Context: an optimization exercise on an open-source flow, tuned for small area and a short achievable clock period. The choices shown serve that exercise and are no tape-out recipe.
In this exercise RTL edits were held to simulation tests only and were not proved equivalent to the original.
Power figures rest on the tool's default switching activity, not on a simulated workload.

$ cat design.v
module cpu( clk, rst_n, hlt, pc, imem_data, dmem_addr, dmem_wdata, dmem_we, dmem_rdata);
    input clk, rst_n;
    output hlt;
    output [15:0] pc;
    input [15:0] imem_data;
    output [15:0] dmem_addr, dmem_wdata;
    output dmem_we;
    input [15:0] dmem_rdata;
    wire [15:0] inst = imem_data;
    wire [3:0] op = inst[15:12];
    wire rst = ~rst_n;
    wire op_add  = (op == 4'h0);
    wire op_sub  = (op == 4'h1);
    wire op_xor  = (op == 4'h2);
    wire op_red  = (op == 4'h3);
    wire op_sll  = (op == 4'h4);
    wire op_sra  = (op == 4'h5);
    wire op_ror  = (op == 4'h6);
    wire op_padd = (op == 4'h7);
    wire op_lw   = (op == 4'h8);
    wire op_sw   = (op == 4'h9);
    wire op_llb  = (op == 4'hA);
    wire op_lhb  = (op == 4'hB);
    wire op_b    = (op == 4'hC);
    wire op_br   = (op == 4'hD);
    wire op_pcs  = (op == 4'hE);
    wire op_hlt  = (op == 4'hF);
    wire op_mem  = op_lw | op_sw;
    wire op_sh   = op_sll | op_sra | op_ror;
    reg [15:0] pc_r;
    reg [2:0] flags_r;    
    reg [255:0] rf;
    wire m2 = op_sw | op_llb | op_lhb;
    wire [15:0] rs, rtr;
    wire [15:0] sel1, sel2;
    genvar d;
    generate for (d = 0; d < 16; d = d + 1) begin : dec
        assign sel1[d] = (inst[7:4] == d);
        assign sel2[d] = m2 ? (inst[11:8] == d) : (inst[3:0] == d);
    end endgenerate
    rdport RP1 (.rf(rf), .sel(sel1), .q(rs));
    rdport RP2 (.rf(rf), .sel(sel2), .q(rtr));
    wire [15:0] rd;
    wire [2:0] flags;
    alu ALU0 (.inst(inst), .rs(rs), .rtr(rtr), .flags_r(flags_r), .rd(rd), .flags(flags));
    wire [15:0] ci, cb;
    wire [14:0] pn, pb;
    assign ci[0] = 1'b1;
    assign cb[0] = 1'b1;
    genvar g;
    generate for (g = 0; g < 15; g = g + 1) begin : pcadd
        wire bb = inst[g < 9 ? g : 8];
        assign pn[g] = pc_r[g+1] ^ ci[g];
        assign ci[g+1] = pc_r[g+1] & ci[g];
        assign pb[g] = pc_r[g+1] ^ bb ^ cb[g];
        assign cb[g+1] = (pc_r[g+1] & bb) | (pc_r[g+1] & cb[g]) | (bb & cb[g]);
    end endgenerate
    wire [15:0] pc_next = {pn, pc_r[0]};
    wire [15:0] pc_br = {pb, pc_r[0]};
    wire fN = flags_r[2], fV = flags_r[1], fZ = flags_r[0];
    reg cond;
    always @(*) begin
        case (inst[11:9])
            3'b000: cond = ~fZ;
            3'b001: cond = fZ;
            3'b010: cond = ~fZ & ~fN;
            3'b011: cond = fN;
            3'b100: cond = fZ | ~fN;
            3'b101: cond = fN | fZ;
            3'b110: cond = fV;
            default: cond = 1'b1;
        endcase
    end
    wire [15:0] pc_new = (op_b & cond) ? pc_br :
                         (op_br & cond) ? rs :
                         op_hlt ? pc_r : pc_next;
    wire rf_we = ~(op_sw | op_b | op_br | op_hlt);
    wire [15:0] wdata = op_lw ? dmem_rdata :
                        op_llb ? {rtr[15:8], inst[7:0]} :
                        op_lhb ? {inst[7:0], rtr[7:0]} :
                        op_pcs ? pc_next : rd;
    integer k;
    always @(posedge clk) begin
        pc_r <= rst ? 16'h0000 : pc_new;
        flags_r <= rst ? 3'b000 : flags;
        for (k = 0; k < 16; k = k + 1)
            if (rst | (rf_we && inst[11:8] == k))
                rf[16*k +: 16] <= wdata & {16{rst_n}};
    end
    assign pc = pc_r;
    assign hlt = op_hlt;
    assign dmem_addr = rd;
    assign dmem_wdata = rtr;
    assign dmem_we = op_sw & rst_n;
endmodule
module rdport(rf, sel, q);
    input [255:0] rf;
    input [15:0] sel;
    output reg [15:0] q;
    integer i;
    always @(*) begin
        q = 16'h0000;
        for (i = 0; i < 16; i = i + 1)
            q = q | (rf[16*i +: 16] & {16{sel[i]}});
    end
endmodule
module alu(inst, rs, rtr, flags_r, rd, flags);
    input [15:0] inst, rs, rtr;
    input [2:0] flags_r;
    output reg [15:0] rd;
    output reg [2:0] flags;
    wire [3:0] op = inst[15:12];
    wire op_add  = (op == 4'h0);
    wire op_sub  = (op == 4'h1);
    wire op_xor  = (op == 4'h2);
    wire op_red  = (op == 4'h3);
    wire op_sll  = (op == 4'h4);
    wire op_sra  = (op == 4'h5);
    wire op_ror  = (op == 4'h6);
    wire op_padd = (op == 4'h7);
    wire op_lw   = (op == 4'h8);
    wire op_sw   = (op == 4'h9);
    wire op_mem  = op_lw | op_sw;
    wire op_sh   = op_sll | op_sra | op_ror;
    wire sub = op_sub;
    wire [15:0] A = op_mem ? {rs[15:1], 1'b0} : rs;
    wire [15:0] Bsrc = op_mem ? {{11{inst[3]}}, inst[3:0], 1'b0} : rtr;
    wire [15:0] B = sub ? ~Bsrc : Bsrc;
    wire [15:0] S = A + B + {15'b0, sub};
    wire [15:0] px = A ^ B;
    wire ovf = (A[15] == B[15]) & (S[15] != A[15]);
    wire sat = ovf & (op_add | op_sub);
    wire [15:0] addsat = sat ? (A[15] ? 16'h0100 : 16'h7FFF) : S;
    wire [3:0] n0 = rs[3:0] + rtr[3:0];
    wire [3:0] n1 = rs[7:4] + rtr[7:4];
    wire [3:0] n2 = rs[11:8] + rtr[11:8];
    wire [3:0] n3 = rs[15:12] + rtr[15:12];
    wire ov0 = (rs[3] == rtr[3]) & (n0[3] != rs[3]);
    wire ov1 = (rs[7] == rtr[7]) & (n1[3] != rs[7]);
    wire [15:0] padd;
    assign padd[3:0]   = ov0 ? (rs[3] ? 4'h1 : 4'h7) : n0;
    assign padd[7:4]   = ov1 ? (rs[7] ? 4'h1 : 4'h7) : n1;
    assign padd[11:8]  = (ov0 & ~(rs[11] ^ rtr[11])) ? (rs[11] ? 4'h1 : 4'h7) : n2;
    assign padd[15:12] = (ov0 & ~(rs[15] ^ rtr[15])) ? (rs[15] ? 4'h1 : 4'h7) : n3;
    wire [9:0] X = {2'b0, rs[7:0]} + {2'b0, rtr[7:0]} + {2'b0, rs[15:8]} + {2'b0, rtr[15:8]};
    wire [8:0] lo9 = {1'b0, rs[7:0]} + {1'b0, rtr[7:0]};
    wire [8:0] hi9 = {1'b0, rs[15:8]} + {1'b0, rtr[15:8]};
    wire c1 = lo9[8];
    wire c2 = hi9[8];
    wire kk = X[8] ^ c1 ^ c2;
    wire [4:0] T = {4'b0, kk} + (c1 ? 5'd15 : 5'd0) + (c2 ? 5'd15 : 5'd0);
    wire [15:0] red = {{4{T[4]}}, T[3:0], X[7:0]};
    wire [3:0] n = inst[3:0];
    wire [3:0] r = op_sll ? (4'd0 - n) : n;
    wire [15:0] s1 = r[0] ? {rs[0],   rs[15:1]} : rs;
    wire [15:0] s2 = r[1] ? {s1[1:0], s1[15:2]} : s1;
    wire [15:0] s3 = r[2] ? {s2[3:0], s2[15:4]} : s2;
    wire [15:0] s4 = r[3] ? {s3[7:0], s3[15:8]} : s3;
    wire [15:0] lowm = ~(16'hFFFF << n);
    wire [15:0] him  = ~(16'hFFFF >> n);
    wire [15:0] kill = ({16{op_sll}} & lowm) | ({16{op_sra}} & him);
    wire [15:0] fill = {16{op_sra & rs[15]}} & him;
    wire [15:0] sh = (s4 & ~kill) | fill;
    always @(*) begin
        case (op)
            4'h0, 4'h1, 4'h8, 4'h9: rd = addsat;
            4'h2: rd = px;
            4'h3: rd = red;
            4'h4, 4'h5, 4'h6: rd = sh;
            4'h7: rd = padd;
            default: rd = op[3:1] == 3'b101 ? rtr : rs;
        endcase
    end
    always @(*) begin
        if (op_add | op_sub)
            flags = {rd[15], ovf, rd == 16'h0000};
        else if (op_xor | op_sh)
            flags = {flags_r[2:1], flags_r[0] | (rd == 16'h0000)};
        else
            flags = flags_r;
    end
endmodule
$ cat flow/abc_area2.script
strash
&get -n
&dch -f
&nf -R 1000
&put
topo
stime -c
buffer -c
upsize -c
dnsize -c
$ cat config.mk
export PLATFORM = sky130hd
export DESIGN_NAME = cpu
export DESIGN_NICKNAME = cpu
export VERILOG_FILES = /design/flow/design.v
export SDC_FILE = /design/flow/constraint.sdc
export NUM_CORES = 4
export LEC_CHECK = 0
export CAP_MARGIN = 20
export CORE_MARGIN = 2
export CORE_UTILIZATION = 40
export CTS_CLUSTER_DIAMETER = 80
export CTS_CLUSTER_SIZE = 22
export PLACE_DENSITY = 0.6
export SLEW_MARGIN = 20
export SYNTH_HIERARCHICAL = 1
$ cat flow/run.sh
#!/bin/bash
# The standard layout (standard.sh) with these changes:
#  - synthesis is ORFS's synth.tcl and synth_recipe.tcl unchanged except for the one ABC call,
#    which maps each module with its own ABC script: alu with $W/flow/abc_area2.script, rdport with $S/abc_speed.script,
#    cpu with $W/flow/abc_area2.script (scripts named flow/... are in this folder, the others are ORFS's);
#  - the port buffers are buf_2 cells;
#  - repair_timing aims for 7.5 ns of setup slack (SETUP_SLACK_MARGIN=7.5);
#  - no ADDER_MAP_FILE: ABC maps the adders along with the rest of the logic.
# make's output goes to standard.log; ORFS keeps each step's log under orfs/logs/.
set -euo pipefail
W=$(pwd)
S=$FLOW_HOME/scripts
ALU=$W/flow/abc_area2.script; RDP=$S/abc_speed.script; CPU=$W/flow/abc_area2.script
sed 's|^  log_cmd abc {\*}\$abc_args$|  log_cmd abc {*}[lreplace $abc_args 1 1 '"$ALU"'] alu\n  log_cmd abc {*}[lreplace $abc_args 1 1 '"$RDP"'] rdport\n  log_cmd abc {*}[lreplace $abc_args 1 1 '"$CPU"'] cpu|' \
  "$S/synth.tcl" > "$W/flow_synth.tcl"
grep -q "lreplace .abc_args 1 1 $CPU. cpu" "$W/flow_synth.tcl"
sed "s|source \$::env(SCRIPTS_DIR)/synth.tcl|source $W/flow_synth.tcl|" "$W/synth_recipe.tcl" > "$W/flow_synth_recipe.tcl"
grep -q "source $W/flow_synth.tcl" "$W/flow_synth_recipe.tcl"
sed "s|SYNTH_SCRIPT=[^ ]*|SYNTH_SCRIPT=$W/flow_synth_recipe.tcl|" "$W/standard.sh" > "$W/standard_mix.sh"
grep -q "SYNTH_SCRIPT=$W/flow_synth_recipe.tcl" "$W/standard_mix.sh"
export SETUP_SLACK_MARGIN=7.5
export ADDER_MAP_FILE=
export BUFFER_PORTS_ARGS="-buffer_cell sky130_fd_sc_hd__buf_2"
bash "$W/standard_mix.sh" > standard.log 2>&1
$ cat standard.sh
#!/bin/bash
# synth_recipe.tcl (not shown) runs the flow's synth.tcl, then flattens the netlist and writes it again
# the make line also repeats each setting of config.mk as NAME=value (left out here)
make -C /OpenROAD-flow-scripts/flow DESIGN_CONFIG=/design/flow/config.mk WORK_HOME=/design/flow/orfs CLKGATE_MAP_FILE= SYNTH_SCRIPT=/design/flow/synth_recipe.tcl "${@:-finish}"
$ cat constraint.sdc
create_clock -name core_clock -period 22.0 [get_ports {clk}]
set_input_delay 4.4000 -clock core_clock [delete_from_list [all_inputs] [get_ports {clk}]]
set_output_delay 4.4000 -clock core_clock [all_outputs]
set_load 0.01 [all_outputs]
==> results of run 1 <==
through the flow:
stage	cell area (um2)	utilization	setup WS [ps]	hold WS [ps]
floorplan	17750	-	8724	526.1
global placement	18600	0.4225	6954	568.9
detailed placement	18620	0.4229	6941	560.7
CTS	19170	0.4355	7500	573.3
global route	19440	0.4415	7483	632.8
finish	19440	0.4415	7841	575.1
critical path, stage by stage:
cell and delay (ps):
buf_2 220, nor2_2 320, nor2_2 200, a41oi_1 220
a21oi_1 70, buf_4 240, a22o_1 220, a221oi_1 500
nand4_1 180, buf_4 220, maj3_1 390, xnor2_1 210
xor2_1 210, a21oi_1 80, nor2_1 160, a21oi_1 140
o21bai_1 290, a41oi_1 180, xnor2_1 360, o21ai_0 140
a21oi_1 290, nand3b_1 310, buf_2 190
cell families after synthesis:
kind of cell               Yosys count  share of synthesized area
AOI/OAI and AO/OA                  671                     0.2695
DFF                                275                     0.4545
and+or+nand+nor                    432                     0.1159
xor gates and xnor gates           139                    0.07196
buffers and inverters              180                    0.05547
muxes                               33                    0.01931
adders and majority gates           23                    0.01346
path summary, 6_finish.rpt:
path	depth (start not counted)	slack, ps	start	end
max	23	7840	imem_data[13]	dmem_addr[15]
max reg2reg	19	15870	rf[82]	rf[76]
min	2	580	pc_r[0]	pc_r[0]
min reg2reg	2	580	pc_r[0]	pc_r[0]
per-module statistics from Yosys, one instance, submodules excluded:
module,area (um2),times used
alu,4288,1
rdport,1475,2
cpu,10510,1
cells in the final DEF, fill, tap and decap left out, types with 5 or more instances in the layout:
| cell type | count |
|---|---|
| a211oi_1 | 5 |
| a21o_1 | 8 |
| a21oi_1 | 133 |
| a221oi_1 | 135 |
| a22o_1 | 129 |
| a22oi_1 | 5 |
| a31oi_1 | 18 |
| and2_1 | 14 |
| and3_1 | 5 |
| buf_2 | 83 |
| buf_4 | 103 |
| clkbuf_16 | 17 |
| dfxtp_1 | 19 |
| edfxtp_1 | 256 |
| inv_1 | 10 |
| maj3_1 | 16 |
| maj3_2 | 7 |
| mux2_2 | 10 |
| mux2i_1 | 23 |
| nand2_1 | 144 |
| nand2b_1 | 11 |
| nand3_1 | 18 |
| nand4_1 | 40 |
| nor2_1 | 115 |
| nor2_2 | 13 |
| nor2b_1 | 17 |
| nor3_1 | 15 |
| nor3_2 | 8 |
| o211a_1 | 7 |
| o211ai_1 | 16 |
| o21ai_0 | 120 |
| o21ai_1 | 8 |
| o21ai_2 | 20 |
| o221a_2 | 5 |
| o221ai_1 | 14 |
| o22ai_1 | 17 |
| xnor2_1 | 78 |
| xnor2_2 | 8 |
| xor2_1 | 53 |
flip-flops by register name (all words and copies together), names as in the netlist:
register / flops
rf: 256
flags_r: 3
pc_r: 16
Yosys cell counts (7+ instances only):
cell / count
edfxtp_1: 256
nand2_1: 145
a221oi_1: 137
o21ai_0: 137
a21oi_1: 134
a22o_1: 129
nor2_1: 126
clkbuf_1: 95
xnor2_1: 78
xor2_1: 53
nand4_1: 40
buf_6: 32
buf_2: 31
mux2i_1: 23
nor3_1: 22
dfxtp_1: 19
a31oi_1: 18
nand3_1: 18
nor2b_1: 17
o22ai_1: 17
maj3_1: 16
o211ai_1: 16
and2_1: 14
o221ai_1: 14
nand2b_1: 11
o21ai_2: 11
inv_1: 10
mux2_2: 10
a21o_1: 8
xnor2_2: 8
buf_1: 7
maj3_2: 7
o211a_1: 7
power breakdown:
part           total [mW]  leakage [nW]  internal, mW  switching, mW
clock               0.320         0.226         0.143          0.177
sequential          0.744          2.79         0.695         0.0496
combinational       0.953          3.89         0.348          0.605
cell type report:
cell class                 instances  area (um2)  area share
tap                              592       740.7     0.03810
inverter                          11       41.29    0.002124
clock inverter                     4       41.29    0.002124
sequential                       275        8068      0.4150
timing repair buffer             188        1220     0.06275
multi-input combinational       1299        8904      0.4580
clock buffer                      17       425.4     0.02188
per-layer routing:
layer | GRT usage | wire, um | vias to the layer above
met5 | 0 | 27 | -
met4 | 0.1255 | 3182 | 4
met3 | 0.04908 | 6851 | 174
met2 | 0.4569 | 31040 | 924
met1 | 0.3720 | 26260 | 7711
li1 | - | - | 6920
repair_timing:
item | CTS | global route
setup buffers | 10 | 25
hold endpoints to repair | 0 | 0
resized for setup | 1 | 6
gates cloned | 1 | 0
setup endpoints to repair | 16 | 16
pin swaps | 6 | 11
==> notes.md, run 1 <==
status complete, no violations; EDFF count, synth 256; MaxCap Viol Count 0; Worst-path clk slew 90 ps; Synthesized Nets 1787; die area 0.04608 mm2; worst slew pin tran 1165 ps; via count 15733; final worst-path cycle share 0.6436; gr usage total 0.2827; first-pass GRT wire length 98150 um; initial DRC count 2307; total power 2.017 mW; Seq cells post-synth 275; Post-synth ARST share 0; count of cell types in the netlist 74; fin crit period 14160 ps; VDD IR max 0.00006544 V; WL/cell 28.23 um; Die Height 214.7 um; post-cts hold buffer count 0; cells after synthesis 1753; CP max FO 18; I/O Pins 84; synth warn 9; Synth area leaders edfxtp_1 (43%), a221oi_1 (6.8%), a22o_1 (6.4%); First-pass DRT Iterations 6; Final Non-Filler Cells 2386; ANT cells 0; Seq/Total Area, Yosys 0.4545; synthesis-to-layout area growth 9.508%; fin. max-slew vios 0; PD cells 103.7 mW/mm2; Clock Sinks 275; Final Hold Vio Count 0; DRC errors left 0; Inst Count DP 2328; leading area contributor after synthesis edfxtp_1; CTS tree yes; share of the synthesized area in the top cell type 0.4330; Clock Path Buffers 3; setup TNS 0 ps; # fillers 4245; total core area 0.04403 mm2; Antenna Nets Post-Route 0; ys flop type edfxtp_1; Root Buffer clkbuf_16; Initial Util 0.4032; Worst-Skew Late Latency 520 ps; Synth Cell Area 0.01775 mm2; RSZ-0062 raised after global routing no; Pleak 6.901 nW; DP HPWL 46570 um; skew final 17.01 ps; Placer Congestion 1.005; Worst Setup Start Kind input port; antenna violations before repair 2; worst hold path class reg2reg; Vias/cell 6.594; Avg Inst Size Synth 10.13 um2; H-tree depth 1; layout cell share with drive strength beyond 1 0.1734; GRT overflow 0; final WL 67360 um; max_slew headroom 0.2222; Setup-failing EPs final 0; port buffer count 83; row count 77; fmax 0.07062 GHz; Chip Width 214.7 um; nature of the critical path endpoint primary output; Arrival @ worst endpoint 9760 ps; Num CTS Buffers 17; number of global-route vias before repair 14693; critical path type in2out; Final #Nets 1826; CP required 17600 ps; largest net degree at the start of global routing 53
==> run 2, diff against run 1 <==
==> flow/run.sh (replaced) <==
#!/bin/bash
# The standard layout (standard.sh) with these changes:
#  - synthesis is ORFS's synth.tcl and synth_recipe.tcl unchanged except for the one ABC call,
#    which maps each module with its own ABC script: alu with $W/flow/abc_area2.script, rdport with $W/flow/abc_map.script,
#    cpu with $W/flow/abc_area2.script (scripts named flow/... are in this folder, the others are ORFS's);
#  - the port buffers are buf_2 cells;
#  - repair_timing aims for 8 ns of setup slack (SETUP_SLACK_MARGIN=8);
#  - no ADDER_MAP_FILE: ABC maps the adders along with the rest of the logic.
# make's output goes to standard.log; ORFS keeps each step's log under orfs/logs/.
set -euo pipefail
W=$(pwd)
S=$FLOW_HOME/scripts
ALU=$W/flow/abc_area2.script; RDP=$W/flow/abc_map.script; CPU=$W/flow/abc_area2.script
sed 's|^  log_cmd abc {\*}\$abc_args$|  log_cmd abc {*}[lreplace $abc_args 1 1 '"$ALU"'] alu\n  log_cmd abc {*}[lreplace $abc_args 1 1 '"$RDP"'] rdport\n  log_cmd abc {*}[lreplace $abc_args 1 1 '"$CPU"'] cpu|' \
  "$S/synth.tcl" > "$W/flow_synth.tcl"
grep -q "lreplace .abc_args 1 1 $CPU. cpu" "$W/flow_synth.tcl"
sed "s|source \$::env(SCRIPTS_DIR)/synth.tcl|source $W/flow_synth.tcl|" "$W/synth_recipe.tcl" > "$W/flow_synth_recipe.tcl"
grep -q "source $W/flow_synth.tcl" "$W/flow_synth_recipe.tcl"
sed "s|SYNTH_SCRIPT=[^ ]*|SYNTH_SCRIPT=$W/flow_synth_recipe.tcl|" "$W/standard.sh" > "$W/standard_mix.sh"
grep -q "SYNTH_SCRIPT=$W/flow_synth_recipe.tcl" "$W/standard_mix.sh"
export SETUP_SLACK_MARGIN=8
export ADDER_MAP_FILE=
export BUFFER_PORTS_ARGS="-buffer_cell sky130_fd_sc_hd__buf_2"
bash "$W/standard_mix.sh" > standard.log 2>&1
==> flow/abc_map.script (new file) <==
strash
&get -n
&dch -f
&nf -R 1000
&put
topo
stime -c
==> run 2 against run 1 <==
  * Area after synthesis fell by 2.6%
  * Register-to-register slack worse by 3500 ps
  * Via count is 3.6% higher
  * Cell area up 12%
  * Critical path depth increased by 5
  * Routed wire length is 0.60% higher
  * Core utilization is 6.5 points higher
  * Critical path type unchanged
  * Power rose by 23%
  * Sequential share of layout area shrank 4.3 points
==> notes.md, run 2 <==
total core area 0.04289 mm2 (-2.6%); RSZ-0062 raised after global routing yes; CP required 17600 ps (about the same); MaxCap Viol Count 0 (unchanged); Inst Count DP 2348 (+0.86%); status complete, no violations; Avg Inst Size Synth 10.04 um2 (-0.83%); Seq cells post-synth 275 (unchanged); fin util 0.5062 (+0.06468); Root Buffer clkbuf_16; Post-synth ARST share 0 (unchanged); Pleak 8.068 nW (+17%); critical path type in2out; initial DRC count 1920 (-17%); CTS tree yes; cells after synthesis 1721 (-1.8%); die area 0.04489 mm2 (-2.6%); max_slew headroom 0.2474 (+0.02527); count of cell types in the netlist 73 (-1.4%); Worst-path clk slew 70 ps (-20 ps); WL/cell 26.73 um (-5.3%); worst slew pin tran 1117 ps (-48.45 ps); VDD IR max 0.00008178 V (+25%); largest net degree at the start of global routing 52 (-1.9%); worst hold path class reg2reg; final worst-path cycle share 0.6521 (+0.008537); Num CTS Buffers 20 (+3); First-pass DRT Iterations 9 (+3); share of the synthesized area in the top cell type 0.4448 (+0.01172); Critical-path top delay cell a222oi_1; via count 16293 (+3.6%); fin crit period 14350 ps (+187.8 ps); synthesis-to-layout area growth 25.60%; Setup-failing EPs final 0 (unchanged); EDFF count, synth 256 (unchanged); fin. max-slew vios 0 (unchanged); Die Height 211.9 um (-1.3%); Commonest cells post-synth edfxtp_1 (256), nand2_1 (241), a221o_1 (164), o21ai_0 (137), a21oi_1 (134); Synthesized Nets 1755 (-1.8%); count leader, synth edfxtp_1; Clock Sinks 275 (unchanged); ys flop type edfxtp_1; most frequent cells in the layout edfxtp_1 (256), nand2_1 (226), buf_4 (176); DP HPWL 44450 um (-4.6%); port buffer count 83 (unchanged); final WL 67770 um (+0.60%); fmax 0.06970 GHz (-1.3%); synth warn 9 (unchanged); Final Non-Filler Cells 2535 (+6.2%); Antenna Nets Post-Route 0 (unchanged); GRT overflow 0 (unchanged); CP max FO 16 (-2); H-tree depth 1 (unchanged); Clock Path Buffers 3 (unchanged); Worst path most repeated cell a221o_1; worst hold stages 2 (unchanged); layout cell share with drive strength beyond 1 0.2914 (+0.1181); I/O Pins 84 (unchanged); Synth Cell Area 0.01728 mm2 (-2.6%); Worst-Skew Late Latency 570 ps (+50 ps); Biggest register rf; gr usage total 0.2912 (+0.008562); Synth area leaders edfxtp_1 (44%), a221o_1 (9.5%), nand2_1 (5.2%); Chip Width 211.9 um (-1.3%); Worst Setup Start Kind input port; leading area contributor after synthesis edfxtp_1; slowest cell delay on critical path 400 ps (-100 ps); skew final 38.87 ps (+21.86 ps); total power 2.482 mW (+23%); row count 76 (-1.3%); Final #Nets 1974 (+8.1%); Final Hold Vio Count 0 (unchanged); r2r worst-path depth 60 (+41); Seq/Total Area, Yosys 0.4668 (+0.01230); nature of the critical path endpoint primary output; max reg flops 256 (unchanged); Vias/cell 6.427 (-2.5%); Initial Util 0.4030 (about the same); number of global-route vias before repair 15367 (+4.6%); first-pass GRT wire length 97810 um (-0.35%); Placer Congestion 1.048 (+4.3%); most common cell after layout, fill and taps aside edfxtp_1; # fillers 3885 (-8.5%); antenna violations before repair 3 (+1); PD cells 114.3 mW/mm2 (+10%); Arrival @ worst endpoint 9950 ps (+190 ps); Largest regs rf (256), pc_r (16), flags_r (3); setup TNS 0 ps (unchanged); DRC errors left 0 (unchanged)
## run 2: final timing paths
check / from / end / slack (ps)
max reg2reg: rf[2] / rf[203] / 12410
max: imem_data[14] / dmem_addr[10] / 7650
min: pc_r[0] / pc_r[0] / 590
min reg2reg: pc_r[0] / pc_r[0] / 590
## run 2: worst max-delay path: cells and delay by family
kind            cells  cell delay, ps
buf+inv             7            1200
compound gates     10            2670
simple gates        8            1120
xor+xnor            3             530
## run 2: final cells by class
cell class              count  area [um2]  share of cell area
repair buffers            298        2419              0.1114
well taps                 585       732.0             0.03372
clock buffers              20       500.5             0.02305
inverters                  11       41.29            0.001902
multi-input cells        1334        9799              0.4514
clock inverters            11       147.6            0.006801
diodes                      1       2.502           0.0001153
flip-flops and latches    275        8068              0.3716
## run 2: logic make-up after synthesis
group | Yosys count | synth area share
flip-flops | 275 | 0.4668
adder cells (fa/ha/maj) | 23 | 0.01383
multiplexers | 33 | 0.01984
buffers and inverters | 116 | 0.02830
AO/OA/AOI/OAI | 607 | 0.2575
AND/OR/NAND/NOR | 528 | 0.1399
XOR/XNOR | 139 | 0.07391
## run 2: through the flow
| stage | setup slack, ps | instance area (um2) | hold WS (ps) |
|---|---|---|---|
| detailed placement | 6555 | 18530 | 540.8 |
| global placement | 6708 | 18520 | 562.6 |
| global route | 7465 | 21710 | 600.8 |
| floorplan | 8012 | 17300 | 526.1 |
| finish | 7653 | 21710 | 588.9 |
| CTS | 7760 | 20850 | 558.3 |
## run 2: routing by layer
layer / up-vias / global-route usage / wire length, um
li1: 7201 / - / -
met4: 4 / 0.1525 / 4093
met1: 7968 / 0.3748 / 26670
met5: - / 0 / 27
met3: 229 / 0.05355 / 5936
met2: 891 / 0.4679 / 31040
## run 2: power breakdown
| group | leakage (nW) | switching, mW | internal [mW] |
|---|---|---|---|
| Combinational | 4.97 | 0.752 | 0.601 |
| Clock | 0.312 | 0.208 | 0.178 |
| Sequential | 2.79 | 0.0481 | 0.694 |
## run 2: per-module statistics from Yosys, one instance, submodules excluded
module | cell area, um2 | cells inside | copies in the design | flops+latches
rdport | 1241 | 160 | 2 | 0
alu | 4288 | 684 | 1 | 0
cpu | 10510 | 717 | 1 | 275
## run 2: what timing repair did
action / 4_1_cts / 5_1_grt
pin swaps: 67 / 87
hold buffers: 0 / 0
setup buffers: 117 / 31
gates cloned: 6 / 1
endpoints found under the setup margin: 16 / 33
resized for setup: 165 / 122
==> run 3, diff against run 2 <==
--- a/design.v
+++ b/design.v
@@ -131,10 +131,14 @@
     wire ovf = (A[15] == B[15]) & (S[15] != A[15]);
     wire sat = ovf & (op_add | op_sub);
     wire [15:0] addsat = sat ? (A[15] ? 16'h0100 : 16'h7FFF) : S;
-    wire [3:0] n0 = rs[3:0] + rtr[3:0];
-    wire [3:0] n1 = rs[7:4] + rtr[7:4];
-    wire [3:0] n2 = rs[11:8] + rtr[11:8];
-    wire [3:0] n3 = rs[15:12] + rtr[15:12];
+    wire [4:0] m0 = {1'b0, rs[3:0]} + {1'b0, rtr[3:0]};
+    wire [4:0] m1 = {1'b0, rs[7:4]} + {1'b0, rtr[7:4]};
+    wire [4:0] m2n = {1'b0, rs[11:8]} + {1'b0, rtr[11:8]};
+    wire [4:0] m3 = {1'b0, rs[15:12]} + {1'b0, rtr[15:12]};
+    wire [3:0] n0 = m0[3:0];
+    wire [3:0] n1 = m1[3:0];
+    wire [3:0] n2 = m2n[3:0];
+    wire [3:0] n3 = m3[3:0];
     wire ov0 = (rs[3] == rtr[3]) & (n0[3] != rs[3]);
     wire ov1 = (rs[7] == rtr[7]) & (n1[3] != rs[7]);
     wire [15:0] padd;
@@ -143,10 +147,8 @@
     assign padd[11:8]  = (ov0 & ~(rs[11] ^ rtr[11])) ? (rs[11] ? 4'h1 : 4'h7) : n2;
     assign padd[15:12] = (ov0 & ~(rs[15] ^ rtr[15])) ? (rs[15] ? 4'h1 : 4'h7) : n3;
     wire [9:0] X = {2'b0, rs[7:0]} + {2'b0, rtr[7:0]} + {2'b0, rs[15:8]} + {2'b0, rtr[15:8]};
-    wire [8:0] lo9 = {1'b0, rs[7:0]} + {1'b0, rtr[7:0]};
-    wire [8:0] hi9 = {1'b0, rs[15:8]} + {1'b0, rtr[15:8]};
-    wire c1 = lo9[8];
-    wire c2 = hi9[8];
+    wire c1 = m1[4] | ((m1[3:0] == 4'hF) & m0[4]);
+    wire c2 = m3[4] | ((m3[3:0] == 4'hF) & m2n[4]);
     wire kk = X[8] ^ c1 ^ c2;
     wire [4:0] T = {4'b0, kk} + (c1 ? 5'd15 : 5'd0) + (c2 ? 5'd15 : 5'd0);
     wire [15:0] red = {{4{T[4]}}, T[3:0], X[7:0]};
--- a/flow/run.sh
+++ b/flow/run.sh
@@ -1,7 +1,7 @@
 #!/bin/bash
 # The standard layout (standard.sh) with these changes:
 #  - synthesis is ORFS's synth.tcl and synth_recipe.tcl unchanged except for the one ABC call,
-#    which maps each module with its own ABC script: alu with $W/flow/abc_area2.script, rdport with $W/flow/abc_map.script,
+#    which maps each module with its own ABC script: alu with $W/flow/abc_area2.script, rdport with $S/abc_speed.script,
 #    cpu with $W/flow/abc_area2.script (scripts named flow/... are in this folder, the others are ORFS's);
 #  - the port buffers are buf_2 cells;
 #  - repair_timing aims for 8 ns of setup slack (SETUP_SLACK_MARGIN=8);
@@ -10,7 +10,7 @@
 set -euo pipefail
 W=$(pwd)
 S=$FLOW_HOME/scripts
-ALU=$W/flow/abc_area2.script; RDP=$W/flow/abc_map.script; CPU=$W/flow/abc_area2.script
+ALU=$W/flow/abc_area2.script; RDP=$S/abc_speed.script; CPU=$W/flow/abc_area2.script
 sed 's|^  log_cmd abc {\*}\$abc_args$|  log_cmd abc {*}[lreplace $abc_args 1 1 '"$ALU"'] alu\n  log_cmd abc {*}[lreplace $abc_args 1 1 '"$RDP"'] rdport\n  log_cmd abc {*}[lreplace $abc_args 1 1 '"$CPU"'] cpu|' \
   "$S/synth.tcl" > "$W/flow_synth.tcl"
 grep -q "lreplace .abc_args 1 1 $CPU. cpu" "$W/flow_synth.tcl"
removed: flow/abc_map.script
==> run 3 against run 2 <==
  * Die area increased by 2.3%
  * Setup slack improved by 610 ps
  * Area after synthesis increased by 2.3%
  * Global-route usage decreased by 1.7 points
  * First-iteration DRC count increased by 12%
  * Combinational power decreased by 27%
  * Largest cell class unchanged
==> notes.md, run 3 <==
Synth Cell Area 0.01769 mm2 (+2.3%); Critical Path Start imem_data[7]; CTS tree yes; Num CTS Buffers 18 (-10%); max_slew headroom 0.3062 (+0.05879); leading area contributor after synthesis edfxtp_1; Final Non-Filler Cells 2385 (-5.9%); number of global-route vias before repair 14532 (-5.4%); Setup-failing EPs final 0 (unchanged); worst reg-to-reg setup slack 16120 ps (+3710 ps); Commonest cells post-synth edfxtp_1 (256), o21ai_0 (139), a221oi_1 (135), nor2_1 (135), a22o_1 (129); synth warn 9 (unchanged); total power 2.075 mW (-16%); Vias/cell 6.566 (+2.2%); DP HPWL 46270 um (+4.1%); CP max FO 16 (unchanged); Final Hold Vio Count 0 (unchanged); Final #Nets 1819 (-7.9%); largest net degree at the start of global routing 46 (-12%); Antenna Nets Post-Route 0 (unchanged); gr usage total 0.2743 (-0.01692); Initial Util 0.4027 (about the same); status complete, no violations; Inst Count DP 2314 (-1.4%); row count 77 (+1.3%); CP delay by family, top compound AO/OA/AOI/OAI gates; Seq cells post-synth 275 (unchanged); fin. max-slew vios 0 (unchanged); CP endpoint dmem_addr[15]; cells after synthesis 1744 (+1.3%); Biggest register rf; Post-synth ARST share 0 (unchanged); H-tree depth 1 (unchanged); Pleak 6.887 nW (-15%); VDD IR max 0.00006874 V (-16%); DRC errors left 0 (unchanged); Clock Sinks 275 (unchanged); Synth area leaders edfxtp_1 (43%), a221oi_1 (6.7%), a22o_1 (6.4%); First-pass DRT Iterations 6 (-3); skew final 24.06 ps (-14.82 ps); I/O Pins 84 (unchanged); Worst Setup Start Kind input port; ANT cells 0 (-1); fin util 0.4471 (-0.05910); most common cell after layout, fill and taps aside edfxtp_1; Arrival @ worst endpoint 9340 ps (-610 ps); RSZ-0062 raised after global routing no; R2R Path End rf[111]; Clock Path Buffers 3 (unchanged); CP required 17600 ps (about the same); Critical-path top delay cell a221oi_1; MaxCap Viol Count 0 (unchanged); EDFF count, synth 256 (unchanged); fin crit period 13740 ps (-610.1 ps); Root Buffer clkbuf_16; WL/cell 27.50 um (+2.9%); Buf/Inv on CP 5 (-2); Avg Inst Size Synth 10.14 um2 (+1.0%); Chip Width 214.3 um (+1.1%); GRT overflow 0 (unchanged); Placer Congestion 0.9589 (-8.5%); Synthesized Nets 1778 (+1.3%); count of cell types in the netlist 82 (+12%); RR Startpoint rf[90]; worst slew pin tran 1041 ps (-76.37 ps); PD cells 105.6 mW/mm2 (-7.6%); port buffer count 83 (unchanged); ys flop type edfxtp_1; antenna violations before repair 1 (-2); critical path type in2out; layout cell share with drive strength beyond 1 0.1813 (-0.1102); worst hold path class reg2reg; Seq/Total Area, Yosys 0.4561 (-0.01070); Die Height 214.3 um (+1.1%); Largest regs rf (256), pc_r (16), flags_r (3); Worst-Skew Late Latency 520 ps (-50 ps); die area 0.04592 mm2 (+2.3%); synthesis-to-layout area growth 11.04%; nature of the critical path endpoint primary output; via count 15661 (-3.9%); cell depth of the worst setup path 24 (-14%); max reg flops 256 (unchanged); Worst-path clk slew 90 ps (+20 ps); final WL 65600 um (-3.2%); r2r worst-path depth 23 (-62%); fmax 0.07280 GHz (+4.4%); most frequent cells in the layout edfxtp_1 (256), a22o_1 (129), a221oi_1 (127); CP cell instances buf_2 > nand2b_1 > nor2_1 > buf_4 > a22o_1 > a221oi_1 > nand4_1 > buf_4 > xnor2_1 > xnor2_1 > xor2_1 > xnor2_1 > and3_1 > nor2_1 > a211oi_1 > nor2_2 > a311oi_2 > xnor2_1 > buf_4 > o21ai_0 > a21oi_2 > a211oi_1 > nand3_2 > buf_2; Worst path most repeated cell xnor2_1; first-pass GRT wire length 95660 um (-2.2%); slowest cell delay on critical path 450 ps (+50 ps); count leader, synth edfxtp_1; initial DRC count 2143 (+12%); final worst-path cycle share 0.6244 (-0.02773); setup TNS 0 ps (unchanged); total core area 0.04393 mm2 (+2.4%); share of the synthesized area in the top cell type 0.4346 (-0.01019)
[run 3: cell types whose count changed after synthesis, moves of 29 or more]
cell / before / now
a221o_1: 164 / 1
a221oi_1: 11 / 135
a222oi_1: 32 / 0
a22o_1: 1 / 129
clkbuf_1: 79 / 108
nand2_1: 241 / 126
[run 3: worst min-delay path by stage]
stage | start | to | slack, ps | cells past startpoint
after global routing | pc_r[0] | pc_r[0] | 560 | 2
after floorplan | flags_r[1] | flags_r[1] | 530 | 2
after global placement | pc_r[0] | pc_r[0] | 530 | 2
after detailed placement | pc_r[0] | pc_r[0] | 530 | 2
after CTS | pc_r[0] | pc_r[0] | 550 | 2
final | pc_r[0] | pc_r[0] | 560 | 2
[run 3: through the flow]
| stage | cell area, um2 | hold WS (ps) | setup WS, ps |
|---|---|---|---|
| floorplan | 17690 | 529.2 | 8665 |
| global placement | 18530 | 529.7 | 7374 |
| global route | 19640 | 564.9 | 8005 |
| detailed placement | 18540 | 530.4 | 7365 |
| CTS | 19390 | 552.9 | 8028 |
| finish | 19640 | 559.4 | 8263 |
[run 3: kinds of logic (layout without fill, tap and decap cells)]
logic type      after synthesis  count (layout)  share of synthesized area
compound gates              679             679                     0.2752
simple gates                423             423                     0.1147
flops                       275             275                     0.4561
buf+inv                     181             230                    0.05467
xor+xnor                    137             137                    0.07080
mux                          25              25                    0.01450
fa+ha+maj                    24              24                    0.01400
[run 3: final cells by class]
cell class | instances | area [um2]
fillers | 4201 | 24290
multi-input cells | 1288 | 8956
flip-flops and latches | 275 | 8068
repair buffers | 194 | 1290
well taps | 592 | 740.7
clock buffers | 23 | 490.5
clock inverters | 5 | 67.56
inverters | 8 | 30.03
[run 3: report_power, final]
part | internal [mW] | switching [mW]
logic | 0.360 | 0.621
registers | 0.694 | 0.0504
clock network | 0.164 | 0.186
[run 3: per-layer routing]
| metal | part of all wire | wire, um | up-vias | global-route usage |
|---|---|---|---|---|
| li1 | - | - | 6904 | - |
| met1 | 0.40 | 25950 | 7718 | 0.3632 |
| met2 | 0.47 | 30700 | 867 | 0.4518 |
| met3 | 0.091 | 5946 | 172 | 0.04184 |
| met4 | 0.046 | 3007 | 0 | 0.1090 |
| met5 | 0 | 0 | - | 0 |
[run 3: per-module statistics from Yosys, one instance, submodules excluded]
module  flip-flops and latches  cells  area [um2]
cpu                        275    717       10510
rdport                       0    176        1475
alu                          0    675        4225
[run 3: timing repair]
item | in CTS | in global routing
hold buffers | 0 | 0
hold endpoints to repair | 0 | 0
setup buffers | 35 | 7
resized for setup | 3 | 24
setup endpoints to repair | 16 | 16
pin swaps | 18 | 7
[run 3: worst register-to-register path, cell delays in order, from the launching register on]
cell and delay [ps]:
edfxtp_1 420, a22o_1 250, a221oi_1 450, nand4_1 170, buf_4 260, xnor2_1 170, xnor2_1 220, xor2_1 240
xnor2_1 180, and3_1 180, nor2_1 70, a211oi_1 290, nor2_2 110, a311oi_2 230, xnor2_1 150, buf_4 160
o21ai_0 100, a21oi_2 300, a211oi_1 100, nand3_2 220, a21oi_1 90, o21ai_0 220, a221oi_1 150, nor2_1 790

[afterwards: timing with drivers on the ports]
How much do the figures lean on ideal ports? The routed layouts below were timed once more, with nothing changed but the port constraints. Step 1 assumes that a clkbuf_16 drives the clock port and a buf_2 every other input. Step 2 times the ports against the registers' clock, not the clock port: input delays grow and output delays shrink by t, the midpoint of the rising clock arrivals with the driver on. Slacks: ideal ports / drivers / drivers and shift; pairs: ideal ports / drivers.
run | t (ns) | slack for setup (ns) | latest minus earliest clock arrival (ns) | worst register clock-pin slew, ns | worst data-port slew with drivers (ns)
run 1 | 0.557 | 7.841 / 7.808 / 7.808 | 0.017 / 0.017 | 0.09 / 0.09 | 0.05
run 2 | 0.601 | 7.653 / 7.599 / 7.502 | 0.039 / 0.039 | 0.09 / 0.09 | 0.07
run 3 | 0.566 | 8.263 / 8.243 / 8.243 | 0.024 / 0.024 | 0.10 / 0.10 | 0.04
After both steps setup and hold are still met in every run listed. For run 2, which loses most, drivers alone change the setup slack by -0.054 ns; drivers and shift together by -0.151 ns.
